What follows belongs to an exercise in optimizing a design on an open flow for small area, a short achievable clock period and few clock cycles per item; a production flow would make more cautious choices.
In this exercise RTL edits were held to simulation tests only and were not proved equivalent to the original.

## lane 1
## LWC
module LWC ( 
   do_data, pdi_ready, sdi_ready, do_valid, do_last,
   pdi_data, sdi_data, pdi_valid, sdi_valid, do_ready, clk, rst
   ) ;
   output [31:0] do_data;
   output        pdi_ready, sdi_ready;
   output        do_valid, do_last;
   input [31:0]  pdi_data, sdi_data;
   input         pdi_valid, sdi_valid, do_ready;
   input         clk, rst;
   localparam R = 2;
   localparam IDLE = 0,  KLD = 1,  KHD = 2,  KW  = 3,
              ADH  = 4,  ADS = 5,  ADT = 6,  NH  = 7,
              NW   = 8,  NWT = 9,  MH  = 10, MS  = 11,
              TH   = 12, TW  = 13, ST  = 14, VH  = 15,
              VW   = 16, VS  = 17;
   localparam NS = 18;
   localparam C_AD = 2'd0, C_N = 2'd1, C_M = 2'd2;
   reg [127:0] S, K, T3, NB, T2;
   reg [63:0]  Z;
   reg [NS-1:0] st;
   reg [1:0]   g;              
   reg [1:0]   wc;             
   reg [11:0]  hi;             
   reg [3:0]   lo;             
   reg         full, blast;    
   reg         dec, fail, sclr;
   reg         tpart;
   reg         busy, par;
   reg [5:0]   rc;
   reg [1:0]   ctype;
   reg [1:0]   twc;            
   reg         tth, ttw, tst, tvs;    
   wire [127:0] ks2a, ks3a, ks2, ks3, rout1, rout;
   wire [5:0]   rc2 = {rc[4:0], rc[5] ^ rc[4] ^ 1'b1};
   wire [63:0]  rk  = ((R == 1 && par) ? 64'h0 : Z) ^ T2[127:64] ^ T3[127:64];
   wire         last_rnd;
   SkinnyRound RND1 (.X(S), .RK(rk), .RC(rc), .Y(rout1));
Size: ~5300 cells after synthesis, about 760 flip-flops, ~110 I/O pins, ~0.040 mm² of cells after synthesis.
export LEC_CHECK = 0
export ABC_AREA = 1
export CAP_MARGIN = 20
export CORE_MARGIN = 2
export CORE_UTILIZATION = 55
export SETUP_SLACK_MARGIN = 1.0
export SLEW_MARGIN = 20
create_clock -name core_clock -period 5.5 [get_ports {clk}]
run.sh (not shown) runs the stock make flow with config.mk's settings and CLKGATE_MAP_FILE= SYNTH_SCRIPT=/design/flow/synth_recipe.tcl, a recipe that flattens the netlist after the stock synthesis.
Lane 1 has completed all stages; timing, DRC and antenna checks passed.
Testbench counts of lane 1, summed over its fixed seeds: cycles 33,956, bytes 18,726.
Input changes introduced in lane 2 (baseline for comparison: lane 1):
--- a/flow/design.v
+++ b/flow/design.v
@@ -184,41 +184,43 @@
                      full | ((b0 | 4'd2) < lo), full | ((b0 | 4'd3) < lo)};
    wire        off  = bm[3];                     
    wire        w3   = (wi == 2'd3);
    wire [31:0] mask = {{8{bm[3]}}, {8{bm[2]}}, {8{bm[1]}}, {8{bm[0]}}};
    wire [31:0] pdo  = pdi_data ^ gofs;
    wire [31:0] wm   = (st[MS] & dec ? pdo : pdi_data) & mask;
    wire [31:0] w    = {wm[31:4], (w3 & ~full) ? lo : wm[3:0]};
    wire        g3 = (g == 2'd3);
    wire        ph = (g == wi);
    wire        can_start = ~busy | last_rnd;
    wire        oready = do_ready;
    wire tbusy = tth | ttw | tst | tvs;
-   wire adsok = st[ADS] & ~busy & ~tth & (pdi_valid | ~off);
-   wire x_ads = adsok & (~ttw | oready);                        
+   wire adsok = st[ADS] & ~busy & ~tth & ph & (pdi_valid | ~off);
+   wire tagok = ~ttw | (twc > wc) | ((twc == wc) & oready);
+   wire x_ads = adsok & tagok;                                  
    wire x_adt = st[ADT] & ph & (pdi_valid | ~off);               
    wire x_nw  = st[NW] & ph & pdi_valid;                         
    wire x_ms  = st[MS] & ~busy & ph & (~off | (pdi_valid & oready));
-   wire twok  = ttw & ~busy & (~st[ADS] | (~tth & (pdi_valid | ~off)));
+   wire tph   = (g == twc);
+   wire twok  = ttw & ~busy & tph;
    wire x_tw  = twok & oready;
-   wire x_vw  = st[VW] & ~busy & pdi_valid;
+   wire x_vw  = st[VW] & ~busy & ph & pdi_valid;
    wire x_kw  = st[KW] & ph & sdi_valid;
    wire x_hdr = (st[IDLE] | st[ADH] | st[NH] | st[VH]) & pdi_valid;
    wire x_mh  = st[MH] & ~tbusy & pdi_valid & oready;
    assign pdi_ready = st[IDLE] | st[ADH] | st[NH] | st[VH]
-                    | (st[ADS] & ~busy & ~tth & off & (~ttw | oready))
+                    | (st[ADS] & ~busy & ~tth & ph & off & tagok)
                     | ((st[ADT] | st[NW]) & ph & (off | st[NW]))
                     | (st[MS] & ~busy & ph & off & oready)
                     | (st[MH] & ~tbusy & oready)
-                    | (st[VW] & ~busy);
+                    | (st[VW] & ~busy & ph);
    assign sdi_ready = st[KLD] | st[KHD] | (st[KW] & ph);
    wire sh   = x_ads | x_ms | x_tw | x_vw;            
    wire nbsh = x_adt | x_nw;
    wire endb = (x_ads | x_adt | x_nw | x_ms) & w3;    
    wire start = g3 & ((x_adt | x_ms | (x_nw & can_start)) | (st[NWT] & can_start));
    assign do_valid = (st[MH] & ~tbusy & pdi_valid) | (st[MS] & ~busy & ph & off & pdi_valid)
                    | twok | tth | tst | tvs;
    assign do_last  = tst | tvs;
    wire [3:0] inst = pdi_data[31:28];
    wire go_key = st[IDLE] & pdi_valid & (inst == 4'h7);
    wire go_op  = st[IDLE] & pdi_valid & (inst == 4'h2 || inst == 4'h3);
    reg [NS-1:0] stn;
@@ -247,28 +249,25 @@
                               | ({32{st[MS]}} & pdo & mask));
    wire        zstepn = (x_ads | x_ms) & w3;
    wire [7:0]  zdom = last_rnd ? (tpart ? 8'd26 : 8'd24)
                     : st[ADS] ? (blast ? (full ? 8'd24 : 8'd26) : 8'd8)
                     : (blast ? (full ? 8'd20 : 8'd21) : 8'd4);
    wire [63:0] zsrc = last_rnd ? zrev : Z;
    wire [63:0] zstep;
    lfsr_gf56 CNT (.so(zstep), .si(zsrc[63:8]), .domain(zdom));
    localparam [63:0] ZINIT = 64'h0100_0000_0000_0000;
    wire [127:0] nb_n = {NB[95:0], nbsh ? (st[ADT] ? w : pdi_data) : NB[127:96]};
    wire [127:0] k_n  = {K[95:0], x_kw ? sdi_data : K[127:96]};
    always @(posedge clk) begin
-      if (busy)
-        S <= rout;
-      else if (sh)
-        S <= {S[95:0], (x_ads | x_ms) ? (((st[ADS] & sclr) ? 32'h0 : stop) ^ w) : stop};
+      S <= busy ? rout : {S[95:0], (x_ads | x_ms) ? (((st[ADS] & sclr) ? 32'h0 : stop) ^ w) : stop};
       T2 <= start ? nb_n : ks2;
       T3 <= start ? k_n : ks3;
       NB <= nb_n;
       K  <= k_n;
       if (last_rnd)
         Z <= (ctype == C_AD) ? zstep : (ctype == C_N) ? ZINIT : zrev;
       else if (busy & (R == 2 || par))
         Z <= zp;
       else if (zstepn)
         Z <= zstep;
       else if (go_op & ~busy)
         Z <= ZINIT;
==> notes.md <==
Lane 2 vs. lane 1: fraction of area in multi-input gates higher, share of the cycle needed by the critical path after routing lower, xor and xnor fraction of the mapped netlist area higher. Diff lane 1 -> lane 2: delay of the slowest cell on the worst path lower; global-route usage over all layers lost 1.9 points; count of instances resized after the clock tree is built up 2.
Testbench counts of lane 2, summed over its fixed seeds: cycles 34,200, bytes 18,726.

port drivers added, routing unchanged:
The results above use ideal ports. As a check the final layouts listed here were re-extracted and re-timed, cells and wires unchanged.
Step 1, drivers: a clkbuf_16 drives clk and a buf_2 each remaining input, both assumed.
Step 2 moves the port delays by t, midway between the first and last clock arrival at a register: inputs arrive t later, outputs are due t later. That takes back most of the time a late clock gives input paths.
Slacks: ideal ports / drivers / drivers and shift; pairs: ideal ports / drivers.
run	t (ns)	setup slack, ns	worst setup path after step 2	clock arrival spread, ns	cell pins on the clock port's net
lane 1	0.731	0.916 / 0.916 / 0.658	input to register	0.043 / 0.044	1
lane 2	0.715	1.129 / 1.073 / 0.654	input to register	0.075 / 0.075	1
After both steps every run listed still meets setup and hold. The setup slack of lane 2, which loses most, moves by -0.056 ns with the drivers and by -0.475 ns with both steps.
